What follows belongs to an exercise in optimizing a design on an open flow for small area, a short achievable clock period and few clock cycles per item; a production flow would make more cautious choices. Where RTL was checked, it was by simulation tests only, not by an equivalence proof against the original. No activity file was given, so power comes from the tool's default toggle rates.

==> inputs of run a <==
## bit_population_counter
module bit_population_counter #(
  parameter WIDTH = 128,
  parameter SLICE = 6
)(
  input                               clk_i,
  input                               srst_i,
  input        [(WIDTH-1):0]          data_i,
  input                               data_val_i,
  output logic [$clog2(WIDTH):0]      data_o,
  output logic                        data_val_o
);
  logic s1;
  logic c2;
  logic s3;
  logic c4;
  logic s5;
  logic c6;
  logic s7;
  logic c8;
  logic s9;
  logic c10;
  logic s11;
  logic c12;
  logic s13;
  logic c14;
  logic s15;
  logic c16;
  logic s17;
  logic c18;
  logic s19;
  logic c20;
  logic s21;
  logic c22;
  logic s23;
  logic c24;
  logic s25;
  logic c26;
  logic s27;
  logic c28;
  logic s29;
  logic c30;
  logic s31;
  logic c32;
  logic s33;
  logic c34;
  logic s35;
  logic c36;
  logic s37;
  logic c38;
  logic s39;
  logic c40;
  logic s41;
  logic c42;
  logic s43;
  logic c44;
  logic s45;
  logic c46;
  logic s47;
  logic c48;
  logic s49;
  logic c50;
  logic s51;
  logic c52;
  logic s53;
  logic c54;
  logic s55;
  logic c56;
  logic s57;
  logic c58;
  logic s59;
  logic c60;
  logic s61;
  logic c62;
  logic s63;
  logic c64;
  logic s65;
  logic c66;
  logic s67;
  logic c68;
  logic s69;
  logic c70;
  logic s71;
  logic c72;
  logic s73;
  logic c74;
  logic s75;
  ...
==> flow/config.mk <==
export PLATFORM = sky130hd
export DESIGN_NAME = bit_population_counter
export DESIGN_NICKNAME = bit_population_counter
export VERILOG_FILES = /design/flow/design.v
export SDC_FILE = /design/flow/constraint.sdc
export NUM_CORES = 4
export LEC_CHECK = 0
export CAP_MARGIN = 20
export CORE_MARGIN = 2
export CORE_UTILIZATION = 40
export SETUP_SLACK_MARGIN = 1.15
export SLEW_MARGIN = 20
export SYNTH_HIERARCHICAL = 1
export SYNTH_MINIMUM_KEEP_SIZE = 0
==> flow/constraint.sdc <==
create_clock -name core_clock -period 2.5 [get_ports {clk_i}]
set_input_delay 0.5000 -clock core_clock [delete_from_list [all_inputs] [get_ports {clk_i}]]
set_output_delay 0.5000 -clock core_clock [all_outputs]
set_load 0.01 [all_outputs]
standard.sh (not shown) runs the stock make flow with config.mk's settings and CLKGATE_MAP_FILE= SYNTH_SCRIPT=/design/flow/synth_recipe.tcl, a recipe that flattens the netlist after the stock synthesis.
==> flow/flow/run.sh <==
#!/bin/bash
# The standard layout (bash standard.sh), with the smallest buffer,
# sky130_fd_sc_hd__buf_1, on every input and output port (the resizer may
# still upsize it where timing needs), and clock tree synthesis without
# dummy loads. Each tool's output goes to its own log.
set -o pipefail
export BUFFER_PORTS_ARGS="-buffer_cell sky130_fd_sc_hd__buf_1"
export CTS_ARGS="-sink_clustering_enable -repair_clock_nets -dont_use_dummy_load -buf_list sky130_fd_sc_hd__clkbuf_8"
bash standard.sh > standard.log 2>&1
==> inputs of run b, as changes to run a <==
--- a/flow/design.v
+++ b/flow/design.v
@@ -270,34 +270,34 @@
   logic s251;
   logic c252;
   logic s253;
   logic c254;
   logic r1_s83;
   logic r1_s9;
-  logic r1_s85;
   logic r1_s101;
   logic r1_s103;
   logic r1_s105;
   logic r1_s107;
   logic r1_s109;
   logic r1_s111;
+  logic r1_s85;
   logic r1_s87;
   logic r1_s89;
   logic r1_s91;
   logic r1_s93;
   logic r1_s95;
   logic r1_s97;
   logic r1_s99;
-  logic r1_c86;
   logic r1_c100;
   logic r1_c102;
   logic r1_c104;
   logic r1_c106;
   logic r1_c108;
   logic r1_c110;
   logic r1_c112;
+  logic r1_c86;
   logic r1_c88;
   logic r1_c90;
   logic r1_c92;
   logic r1_c94;
   logic r1_c96;
   logic r1_c98;
@@ -329,24 +329,24 @@
   logic r1_c136;
   logic r1_c138;
   logic r1_c140;
   logic r2_s151;
   logic r2_s153;
   logic r2_c152;
-  logic r2_s173;
   logic r2_c154;
+  logic r2_s173;
   logic r2_s175;
   logic r2_s177;
   logic r2_s179;
   logic r2_s181;
   logic r2_c174;
   logic r2_c176;
-  logic r2_s191;
   logic r2_c178;
   logic r2_c180;
   logic r2_c182;
+  logic r2_s191;
   logic r2_s193;
   logic r2_s195;
   logic r2_s197;
   logic r2_s199;
   logic r2_c190;
   logic r2_c192;
@@ -360,14 +360,14 @@
   logic r3_s207;
   logic r3_s209;
   logic r3_c210;
   logic r3_s217;
   logic r3_s219;
   logic r3_c218;
-  logic r3_s225;
   logic r3_c220;
+  logic r3_s225;
   logic r3_s227;
   logic r3_c226;
   logic r3_c228;
   logic r3_s229;
   logic r3_c230;
   logic r4_r3_s203;
@@ -385,20 +385,12 @@
   logic r5_r4_s235;
   logic r5_s243;
   logic r5_s247;
   logic r5_c248;
   logic r5_s249;
   logic r5_c250;
-  logic r6_r5_r4_r3_s203;
-  logic r6_r5_r4_s231;
-  logic r6_r5_r4_s235;
-  logic r6_r5_s243;
-  logic r6_r5_s247;
-  logic r6_s251;
-  logic r6_s253;
-  logic r6_c254;
   pc_fa u_s1 ( .a(data_i[0]), .b(data_i[100]), .c(data_i[101]), .s(s1), .co(c2) );
   pc_fa u_s3 ( .a(data_i[102]), .b(data_i[103]), .c(data_i[104]), .s(s3), .co(c4) );
   pc_fa u_s5 ( .a(data_i[105]), .b(data_i[106]), .c(data_i[107]), .s(s5), .co(c6) );
   pc_fa u_s7 ( .a(data_i[108]), .b(data_i[109]), .c(data_i[10]), .s(s7), .co(c8) );
   pc_fa u_s9 ( .a(data_i[110]), .b(data_i[111]), .c(data_i[112]), .s(s9), .co(c10) );
   pc_fa u_s11 ( .a(data_i[113]), .b(data_i[114]), .c(data_i[115]), .s(s11), .co(c12) );
@@ -524,34 +516,34 @@
   pc_ha u_s251 ( .a(r5_c248), .b(r5_s249), .s(s251), .co(c252) );
   pc_ha u_s253 ( .a(r5_c250), .b(c252), .s(s253), .co(c254) );
   always_ff @( posedge clk_i )
     begin
       r1_s83 <= s83;
       r1_s9 <= s9;
-      r1_s85 <= s85;
       r1_s101 <= s101;
       r1_s103 <= s103;
       r1_s105 <= s105;
       r1_s107 <= s107;
       r1_s109 <= s109;
       r1_s111 <= s111;
+      r1_s85 <= s85;
       r1_s87 <= s87;
       r1_s89 <= s89;
       r1_s91 <= s91;
       r1_s93 <= s93;
       r1_s95 <= s95;
       r1_s97 <= s97;
       r1_s99 <= s99;
-      r1_c86 <= c86;
       r1_c100 <= c100;
       r1_c102 <= c102;
       r1_c104 <= c104;
       r1_c106 <= c106;
       r1_c108 <= c108;
       r1_c110 <= c110;
       r1_c112 <= c112;
+      r1_c86 <= c86;
       r1_c88 <= c88;
       r1_c90 <= c90;
       r1_c92 <= c92;
       r1_c94 <= c94;
       r1_c96 <= c96;
       r1_c98 <= c98;
@@ -586,24 +578,24 @@
     end
   always_ff @( posedge clk_i )
     begin
       r2_s151 <= s151;
       r2_s153 <= s153;
       r2_c152 <= c152;
-      r2_s173 <= s173;
       r2_c154 <= c154;
+      r2_s173 <= s173;
       r2_s175 <= s175;
       r2_s177 <= s177;
       r2_s179 <= s179;
       r2_s181 <= s181;
       r2_c174 <= c174;
       r2_c176 <= c176;
-      r2_s191 <= s191;
       r2_c178 <= c178;
       r2_c180 <= c180;
       r2_c182 <= c182;
+      r2_s191 <= s191;
       r2_s193 <= s193;
       r2_s195 <= s195;
       r2_s197 <= s197;
       r2_s199 <= s199;
       r2_c190 <= c190;
       r2_c192 <= c192;
@@ -620,14 +612,14 @@
       r3_s207 <= s207;
       r3_s209 <= s209;
       r3_c210 <= c210;
       r3_s217 <= s217;
       r3_s219 <= s219;
       r3_c218 <= c218;
-      r3_s225 <= s225;
       r3_c220 <= c220;
+      r3_s225 <= s225;
       r3_s227 <= s227;
       r3_c226 <= c226;
       r3_c228 <= c228;
       r3_s229 <= s229;
       r3_c230 <= c230;
     end
@@ -653,26 +645,15 @@
       r5_s247 <= s247;
       r5_c248 <= c248;
       r5_s249 <= s249;
       r5_c250 <= c250;
     end
   always_ff @( posedge clk_i )
-    begin
-      r6_r5_r4_r3_s203 <= r5_r4_r3_s203;
-      r6_r5_r4_s231 <= r5_r4_s231;
-      r6_r5_r4_s235 <= r5_r4_s235;
-      r6_r5_s243 <= r5_s243;
-      r6_r5_s247 <= r5_s247;
-      r6_s251 <= s251;
-      r6_s253 <= s253;
-      r6_c254 <= c254;
-    end
-  always_ff @( posedge clk_i )
-    data_o <= {r6_c254, r6_s253, r6_s251, r6_r5_s247, r6_r5_s243, r6_r5_r4_s235, r6_r5_r4_s231, r6_r5_r4_r3_s203};
-  logic [6:0] valid_delay;
-  assign data_val_o = valid_delay[6];
+    data_o <= {c254, s253, s251, r5_s247, r5_s243, r5_r4_s235, r5_r4_s231, r5_r4_r3_s203};
+  logic [5:0] valid_delay;
+  assign data_val_o = valid_delay[5];
   always_ff @( posedge clk_i )
     if( srst_i )
       valid_delay <= '0;
     else
-      valid_delay <= {valid_delay[5:0], data_val_i};
+      valid_delay <= {valid_delay[4:0], data_val_i};
 endmodule
==> flow/flow/run.sh (replaced) <==
#!/bin/bash
# The standard layout (bash standard.sh), with the smallest buffer,
# sky130_fd_sc_hd__buf_1, on every input and output port (the resizer may
# still upsize it where timing needs), and clock tree synthesis without
# dummy loads. Each tool's output goes to its own log.
set -o pipefail
export BUFFER_PORTS_ARGS="-buffer_cell sky130_fd_sc_hd__buf_1"
export CTS_ARGS="-sink_clustering_enable -repair_clock_nets -dont_use_dummy_load -sink_clustering_size 24 -sink_clustering_max_diameter 60 -buf_list sky130_fd_sc_hd__clkbuf_8"
bash standard.sh > standard.log 2>&1
Settings changed: CTS_BUF_LIST from default to sky130_fd_sc_hd__clkbuf_8, CTS_CLUSTER_DIAMETER from default to 60, CTS_CLUSTER_SIZE from default to 24, SETUP_SLACK_MARGIN 1.15 to 1.1.
==> inputs of run c, as changes to run a <==
--- a/flow/design.v
+++ b/flow/design.v
@@ -244,60 +244,36 @@
   logic s225;
   logic c226;
   logic s227;
   logic c228;
   logic s229;
   logic c230;
-  logic s231;
-  logic c232;
-  logic s233;
-  logic c234;
-  logic s235;
-  logic c236;
-  logic s237;
-  logic c238;
-  logic s239;
-  logic c240;
-  logic s241;
-  logic c242;
-  logic s243;
-  logic c244;
-  logic s245;
-  logic c246;
-  logic s247;
-  logic c248;
-  logic s249;
-  logic c250;
-  logic s251;
-  logic c252;
-  logic s253;
-  logic c254;
   logic r1_s83;
   logic r1_s9;
-  logic r1_s85;
   logic r1_s101;
   logic r1_s103;
   logic r1_s105;
   logic r1_s107;
   logic r1_s109;
   logic r1_s111;
+  logic r1_s85;
   logic r1_s87;
   logic r1_s89;
   logic r1_s91;
   logic r1_s93;
   logic r1_s95;
   logic r1_s97;
   logic r1_s99;
-  logic r1_c86;
   logic r1_c100;
   logic r1_c102;
   logic r1_c104;
   logic r1_c106;
   logic r1_c108;
   logic r1_c110;
   logic r1_c112;
+  logic r1_c86;
   logic r1_c88;
   logic r1_c90;
   logic r1_c92;
   logic r1_c94;
   logic r1_c96;
   logic r1_c98;
@@ -329,24 +305,24 @@
   logic r1_c136;
   logic r1_c138;
   logic r1_c140;
   logic r2_s151;
   logic r2_s153;
   logic r2_c152;
-  logic r2_s173;
   logic r2_c154;
+  logic r2_s173;
   logic r2_s175;
   logic r2_s177;
   logic r2_s179;
   logic r2_s181;
   logic r2_c174;
   logic r2_c176;
-  logic r2_s191;
   logic r2_c178;
   logic r2_c180;
   logic r2_c182;
+  logic r2_s191;
   logic r2_s193;
   logic r2_s195;
   logic r2_s197;
   logic r2_s199;
   logic r2_c190;
   logic r2_c192;
@@ -360,45 +336,19 @@
   logic r3_s207;
   logic r3_s209;
   logic r3_c210;
   logic r3_s217;
   logic r3_s219;
   logic r3_c218;
-  logic r3_s225;
   logic r3_c220;
+  logic r3_s225;
   logic r3_s227;
   logic r3_c226;
   logic r3_c228;
   logic r3_s229;
   logic r3_c230;
-  logic r4_r3_s203;
-  logic r4_s231;
-  logic r4_s235;
-  logic r4_c236;
-  logic r4_s239;
-  logic r4_c238;
-  logic r4_s241;
-  logic r4_c240;
-  logic r4_r3_c230;
-  logic r4_c242;
-  logic r5_r4_r3_s203;
-  logic r5_r4_s231;
-  logic r5_r4_s235;
-  logic r5_s243;
-  logic r5_s247;
-  logic r5_c248;
-  logic r5_s249;
-  logic r5_c250;
-  logic r6_r5_r4_r3_s203;
-  logic r6_r5_r4_s231;
-  logic r6_r5_r4_s235;
-  logic r6_r5_s243;
-  logic r6_r5_s247;
-  logic r6_s251;
-  logic r6_s253;
-  logic r6_c254;
   pc_fa u_s1 ( .a(data_i[0]), .b(data_i[100]), .c(data_i[101]), .s(s1), .co(c2) );
   pc_fa u_s3 ( .a(data_i[102]), .b(data_i[103]), .c(data_i[104]), .s(s3), .co(c4) );
   pc_fa u_s5 ( .a(data_i[105]), .b(data_i[106]), .c(data_i[107]), .s(s5), .co(c6) );
   pc_fa u_s7 ( .a(data_i[108]), .b(data_i[109]), .c(data_i[10]), .s(s7), .co(c8) );
   pc_fa u_s9 ( .a(data_i[110]), .b(data_i[111]), .c(data_i[112]), .s(s9), .co(c10) );
   pc_fa u_s11 ( .a(data_i[113]), .b(data_i[114]), .c(data_i[115]), .s(s11), .co(c12) );
@@ -508,50 +458,53 @@
   pc_fa u_s219 ( .a(s211), .b(s213), .c(s215), .s(s219), .co(c220) );
   pc_fa u_s221 ( .a(r2_c190), .b(r2_c192), .c(r2_c194), .s(s221), .co(c222) );
   pc_fa u_s223 ( .a(r2_c196), .b(r2_c198), .c(r2_c200), .s(s223), .co(c224) );
   pc_fa u_s225 ( .a(r2_s201), .b(c212), .c(c214), .s(s225), .co(c226) );
   pc_fa u_s227 ( .a(c216), .b(s221), .c(s223), .s(s227), .co(c228) );
   pc_fa u_s229 ( .a(r2_c202), .b(c222), .c(c224), .s(s229), .co(c230) );
-  pc_ha u_s231 ( .a(r3_s207), .b(r3_s209), .s(s231), .co(c232) );
-  pc_fa u_s233 ( .a(r3_c210), .b(r3_s217), .c(r3_s219), .s(s233), .co(c234) );
-  pc_ha u_s235 ( .a(c232), .b(s233), .s(s235), .co(c236) );
-  pc_fa u_s237 ( .a(r3_c218), .b(r3_c220), .c(r3_s225), .s(s237), .co(c238) );
-  pc_fa u_s239 ( .a(r3_s227), .b(c234), .c(s237), .s(s239), .co(c240) );
-  pc_fa u_s241 ( .a(r3_c226), .b(r3_c228), .c(r3_s229), .s(s241), .co(c242) );
-  pc_ha u_s243 ( .a(r4_c236), .b(r4_s239), .s(s243), .co(c244) );
-  pc_fa u_s245 ( .a(r4_c238), .b(r4_c240), .c(r4_s241), .s(s245), .co(c246) );
-  pc_ha u_s247 ( .a(c244), .b(s245), .s(s247), .co(c248) );
-  pc_fa u_s249 ( .a(r4_c242), .b(r4_r3_c230), .c(c246), .s(s249), .co(c250) );
-  pc_ha u_s251 ( .a(r5_c248), .b(r5_s249), .s(s251), .co(c252) );
-  pc_ha u_s253 ( .a(r5_c250), .b(c252), .s(s253), .co(c254) );
+  logic [7:0] sum_last;
+  assign sum_last = 8'(r3_s203)
+                  + (8'(r3_s207) << 1)
+                  + (8'(r3_s209) << 1)
+                  + (8'(r3_c210) << 2)
+                  + (8'(r3_s217) << 2)
+                  + (8'(r3_s219) << 2)
+                  + (8'(r3_c218) << 3)
+                  + (8'(r3_c220) << 3)
+                  + (8'(r3_s225) << 3)
+                  + (8'(r3_s227) << 3)
+                  + (8'(r3_c226) << 4)
+                  + (8'(r3_c228) << 4)
+                  + (8'(r3_s229) << 4)
+                  + (8'(r3_c230) << 5);
   always_ff @( posedge clk_i )
     begin
       r1_s83 <= s83;
       r1_s9 <= s9;
-      r1_s85 <= s85;
       r1_s101 <= s101;
       r1_s103 <= s103;
       r1_s105 <= s105;
       r1_s107 <= s107;
       r1_s109 <= s109;
       r1_s111 <= s111;
+      r1_s85 <= s85;
       r1_s87 <= s87;
       r1_s89 <= s89;
       r1_s91 <= s91;
       r1_s93 <= s93;
       r1_s95 <= s95;
       r1_s97 <= s97;
       r1_s99 <= s99;
-      r1_c86 <= c86;
       r1_c100 <= c100;
       r1_c102 <= c102;
       r1_c104 <= c104;
       r1_c106 <= c106;
       r1_c108 <= c108;
       r1_c110 <= c110;
       r1_c112 <= c112;
+      r1_c86 <= c86;
       r1_c88 <= c88;
       r1_c90 <= c90;
       r1_c92 <= c92;
       r1_c94 <= c94;
       r1_c96 <= c96;
       r1_c98 <= c98;
@@ -586,24 +539,24 @@
     end
   always_ff @( posedge clk_i )
     begin
       r2_s151 <= s151;
       r2_s153 <= s153;
       r2_c152 <= c152;
-      r2_s173 <= s173;
       r2_c154 <= c154;
+      r2_s173 <= s173;
       r2_s175 <= s175;
       r2_s177 <= s177;
       r2_s179 <= s179;
       r2_s181 <= s181;
       r2_c174 <= c174;
       r2_c176 <= c176;
-      r2_s191 <= s191;
       r2_c178 <= c178;
       r2_c180 <= c180;
       r2_c182 <= c182;
+      r2_s191 <= s191;
       r2_s193 <= s193;
       r2_s195 <= s195;
       r2_s197 <= s197;
       r2_s199 <= s199;
       r2_c190 <= c190;
       r2_c192 <= c192;
@@ -620,59 +573,24 @@
       r3_s207 <= s207;
       r3_s209 <= s209;
       r3_c210 <= c210;
       r3_s217 <= s217;
       r3_s219 <= s219;
       r3_c218 <= c218;
-      r3_s225 <= s225;
       r3_c220 <= c220;
+      r3_s225 <= s225;
       r3_s227 <= s227;
       r3_c226 <= c226;
       r3_c228 <= c228;
       r3_s229 <= s229;
       r3_c230 <= c230;
     end
   always_ff @( posedge clk_i )
-    begin
-      r4_r3_s203 <= r3_s203;
-      r4_s231 <= s231;
-      r4_s235 <= s235;
-      r4_c236 <= c236;
-      r4_s239 <= s239;
-      r4_c238 <= c238;
-      r4_s241 <= s241;
-      r4_c240 <= c240;
-      r4_r3_c230 <= r3_c230;
-      r4_c242 <= c242;
-    end
-  always_ff @( posedge clk_i )
-    begin
-      r5_r4_r3_s203 <= r4_r3_s203;
-      r5_r4_s231 <= r4_s231;
-      r5_r4_s235 <= r4_s235;
-      r5_s243 <= s243;
-      r5_s247 <= s247;
-      r5_c248 <= c248;
-      r5_s249 <= s249;
-      r5_c250 <= c250;
-    end
-  always_ff @( posedge clk_i )
-    begin
-      r6_r5_r4_r3_s203 <= r5_r4_r3_s203;
-      r6_r5_r4_s231 <= r5_r4_s231;
-      r6_r5_r4_s235 <= r5_r4_s235;
-      r6_r5_s243 <= r5_s243;
-      r6_r5_s247 <= r5_s247;
-      r6_s251 <= s251;
-      r6_s253 <= s253;
-      r6_c254 <= c254;
-    end
-  always_ff @( posedge clk_i )
-    data_o <= {r6_c254, r6_s253, r6_s251, r6_r5_s247, r6_r5_s243, r6_r5_r4_s235, r6_r5_r4_s231, r6_r5_r4_r3_s203};
-  logic [6:0] valid_delay;
-  assign data_val_o = valid_delay[6];
+    data_o <= {sum_last[7], sum_last[6], sum_last[5], sum_last[4], sum_last[3], sum_last[2], sum_last[1], sum_last[0]};
+  logic [3:0] valid_delay;
+  assign data_val_o = valid_delay[3];
   always_ff @( posedge clk_i )
     if( srst_i )
       valid_delay <= '0;
     else
-      valid_delay <= {valid_delay[5:0], data_val_i};
+      valid_delay <= {valid_delay[2:0], data_val_i};
 endmodule
==> flow/flow/run.sh (replaced) <==
#!/bin/bash
# The standard layout (bash standard.sh), with the smallest buffer,
# sky130_fd_sc_hd__buf_1, on every input and output port; the resizer may
# still upsize it where timing needs. Each tool's output goes to its own log.
set -o pipefail
export BUFFER_PORTS_ARGS="-buffer_cell sky130_fd_sc_hd__buf_1"
bash standard.sh > standard.log 2>&1
Settings changed: SETUP_SLACK_MARGIN 1.15 to 1.0.
==> comparison <==
- In run c the synthesized cell count is smaller than in run a, by 5.8%.
- Synthesized area: run a is higher than run b (3.6%).
- Register-to-register slack, lowest first: run c, run b, run a.
- Global-route usage, lowest first: run b, run c, run a.
- Between run a and run c, the lower cell count is in run c (gap about 8%, measured against run c).
- Sequential cell count: run a > run b > run c.
- Clock skew, highest first: run b, run a, run c.
- In run b the combinational power is lower than in run c, by about 25%.
Testbench counts of run b, summed over its fixed seeds: cycles 8,048, items 8,000.
The RTL of run a and run c was laid out without a check of its function.

## separate check: timing with driven ports
In the flow no input, the clock included, has a driving cell. The finished layouts below were timed again as built, in two steps.
Step 1: set_driving_cell puts a clkbuf_16 on clk_i and a buf_2 on each other input, an assumption about the parent block.
Step 2 moves the port delays by t, midway between the first and last clock arrival at a register: inputs arrive t later, outputs are due t later. That takes back most of the time a late clock gives input paths.
a / b / c = no drivers / after step 1 / after step 2; a / b = the first two.
run	shift t [ns]	setup slack, ns	latest minus earliest clock arrival (ns)	worst data-port slew with drivers (ns)	cell pins on the clock port's net
run a	0.448	1.027 / 1.027 / 0.749	0.024 / 0.024	0.04	1
run b	0.438	1.000 / 1.000 / 0.751	0.024 / 0.024	0.04	1
run c	0.376	0.323 / 0.323 / 0.323	0.011 / 0.011	0.03	1
After both steps every run listed still meets setup and hold. For run a, which loses most, drivers alone change the setup slack by 0.000 ns; drivers and shift together by -0.278 ns.
